Background: an optimization exercise with open tools, aiming at small area, a short achievable clock period and few clock cycles per item. Do not read the settings as production practice. The RTL was checked by simulation tests, not by an equivalence proof against the original design.

Design part_2_TOP, start of the top module:
module part_2_TOP (input clk, rst, start, input [1:0] MOD, input [15:0] Xbus,
                   output Ready, output [17:0] RBUS);
For scale: ~1,200 cells after synthesis, ~0.010 mm^2 of cells after synthesis.
export LEC_CHECK = 0
export CAP_MARGIN = 20
export CORE_MARGIN = 2
export CORE_UTILIZATION = 40
export PLACE_DENSITY = 0.75
export SETUP_SLACK_MARGIN = 4.5
export SLEW_MARGIN = 20
create_clock -name core_clock -period 10.0 [get_ports {clk}]
run.sh (not shown) runs the stock make flow with config.mk's settings and CLKGATE_MAP_FILE= SYNTH_SCRIPT=/design/flow/synth_recipe.tcl, a recipe that flattens the netlist after the stock synthesis.
Testbench counts at the start, summed over its fixed seeds: cycles 14,484, items 1,280.
Rerun with:
--- a/flow/config.mk
+++ b/flow/config.mk
@@ -6,8 +6,8 @@
 export NUM_CORES = 4
 export LEC_CHECK = 0
-export CAP_MARGIN = 20
+export CAP_MARGIN = 0
 export CORE_MARGIN = 2
 export CORE_UTILIZATION = 40
-export PLACE_DENSITY = 0.75
+export PLACE_DENSITY = 0.6
 export SETUP_SLACK_MARGIN = 4.5
-export SLEW_MARGIN = 20
+export SLEW_MARGIN = 0
The changed run completed with no timing, DRC or antenna violations; core utilization hardly moves; design area hardly moves; fmax climbs slightly; global-route usage is higher by 1.3 points; via count went down by a few percent; count of clock-buffer cells in the layout does not change; synthesized area is unchanged; wire length grows by a few percent.

* * *

Starting RTL as in the previous note.
// part_2_TOP
module part_2_TOP (input clk, rst, start, input [1:0] MOD, input [15:0] Xbus,
                   output Ready, output [17:0] RBUS);
Settings: LEC_CHECK=0, CAP_MARGIN=20, CORE_MARGIN=2, CORE_UTILIZATION=40, PLACE_DENSITY=0.45, SETUP_SLACK_MARGIN=4.5, SLEW_MARGIN=20; clock period 10.0 ns.
Testbench counts at the start, summed over its fixed seeds: cycles 14,484, items 1,280.
Change:
- PLACE_DENSITY: 0.45 -> 0.6
Effect: The new run finished clean; maximum frequency decreases by 0.42%; global-route usage shrinks by 2.2 points; setup slack loses 0.022 ns; non-clock buffer count fell by 13; hold slack gets worse by 0.0041 ns; clock-buffer cell count is unchanged; area after synthesis stays the same; register-to-register slack is worse by 0.02 ns; via count went up by 2.3%; utilization fell by 0.46 points.
Change:
- SETUP_SLACK_MARGIN: 4.5 -> 4.75
Outcome: The changed run finished with timing, DRC and antenna clean; worst setup slack gains 0.078 ns; cell count goes up by a few percent.

* * *

part_2_TOP again, from the RTL that the note above started with.
clock: 10.0 ns
lec_check: 0
cap_margin: 5
core_margin: 2
core_utilization: 40
place_density: 0.6
setup_slack_margin: 4.5
slew_margin: 5
Testbench counts at the start, summed over its fixed seeds: cycles 14,484, items 1,280.
==> next run, changes <==
--- a/flow/config.mk
+++ b/flow/config.mk
@@ -7,3 +7,3 @@
 export LEC_CHECK = 0
-export CAP_MARGIN = 5
+export CAP_MARGIN = 20
 export CORE_MARGIN = 2
@@ -11,3 +11,3 @@
 export PLACE_DENSITY = 0.6
-export SETUP_SLACK_MARGIN = 4.5
-export SLEW_MARGIN = 5
+export SETUP_SLACK_MARGIN = 4.25
+export SLEW_MARGIN = 20
The new run went through all stages and came out clean; setup slack loses 0.35 ns; synthesized area stays the same; final area shrinks by a few percent; utilization falls by 1.0 points.
==> next run, changes <==
--- a/flow/config.mk
+++ b/flow/config.mk
@@ -7,3 +7,3 @@
 export LEC_CHECK = 0
-export CAP_MARGIN = 20
+export CAP_MARGIN = 5
 export CORE_MARGIN = 2
@@ -11,3 +11,3 @@
 export PLACE_DENSITY = 0.6
-export SETUP_SLACK_MARGIN = 4.25
-export SLEW_MARGIN = 20
+export SETUP_SLACK_MARGIN = 4.6
+export SLEW_MARGIN = 5
Global-route usage came out higher by 0.26 points.
Die area does not change.
Setup slack gets better by 0.40 ns.
First-iteration DRC count came out higher by about 16%.
Final area came out higher by 4.4%.
Sequential cell count stays the same.
Clock skew barely changes.
Maximum frequency came out higher by 7.7%.
Hold slack gets better by 0.010 ns.
==> next run, changes <==
--- a/flow/config.mk
+++ b/flow/config.mk
@@ -11,3 +11,3 @@
 export PLACE_DENSITY = 0.6
-export SETUP_SLACK_MARGIN = 4.6
+export SETUP_SLACK_MARGIN = 4.4
 export SLEW_MARGIN = 5
Die area does not change.
Non-clock buffer count came out lower by 13.
Setup slack is worse by 0.14 ns.
Utilization came out lower by 1.1 points.
Area after synthesis is unchanged.
Synthesized cell count is unchanged.
Via count came out lower by 1.1%.

==> static timing again, ports no longer ideal <==
The results above use ideal ports. As a check the final layouts listed here were re-extracted and re-timed, cells and wires unchanged.
Step 1 assumes that a clkbuf_16 drives the clock port and a buf_2 every other input.
Step 2 times the ports against the registers' clock, not the clock port: input delays grow and output delays shrink by t, the midpoint of the rising clock arrivals with the driver on.
Three values: no drivers, after step 1, after step 2; two values: the first two.
| run | t, ns | slack for setup (ns) | clock arrival spread, ns | worst slew at a driven data input, ns | pins driven straight from the clock port |
|---|---|---|---|---|---|
| the first run of note 1 | 0.373 | 4.622 / 4.585 / 4.683 | 0.007 / 0.007 | 0.05 | 1 |
| the second run of note 1 | 0.380 | 4.712 / 4.671 / 4.758 | 0.010 / 0.010 | 0.03 | 1 |
| the first run of note 2 | 0.394 | 4.686 / 4.639 / 4.757 | 0.007 / 0.007 | 0.03 | 1 |
| the second run of note 2 | 0.382 | 4.663 / 4.622 / 4.742 | 0.009 / 0.009 | 0.04 | 1 |
| the third run of note 2 | 0.381 | 4.742 / 4.702 / 4.858 | 0.007 / 0.007 | 0.03 | 1 |
| the first run of note 3 | 0.380 | 4.712 / 4.671 / 4.758 | 0.010 / 0.010 | 0.03 | 1 |
| the second run of note 3 | 0.377 | 4.361 / 4.320 / 4.593 | 0.009 / 0.009 | 0.04 | 1 |
| the third run of note 3 | 0.380 | 4.765 / 4.724 / 4.849 | 0.009 / 0.009 | 0.03 | 1 |
| the fourth run of note 3 | 0.383 | 4.622 / 4.579 / 4.691 | 0.009 / 0.009 | 0.03 | 1 |
After both steps setup and hold are still met in every run listed.
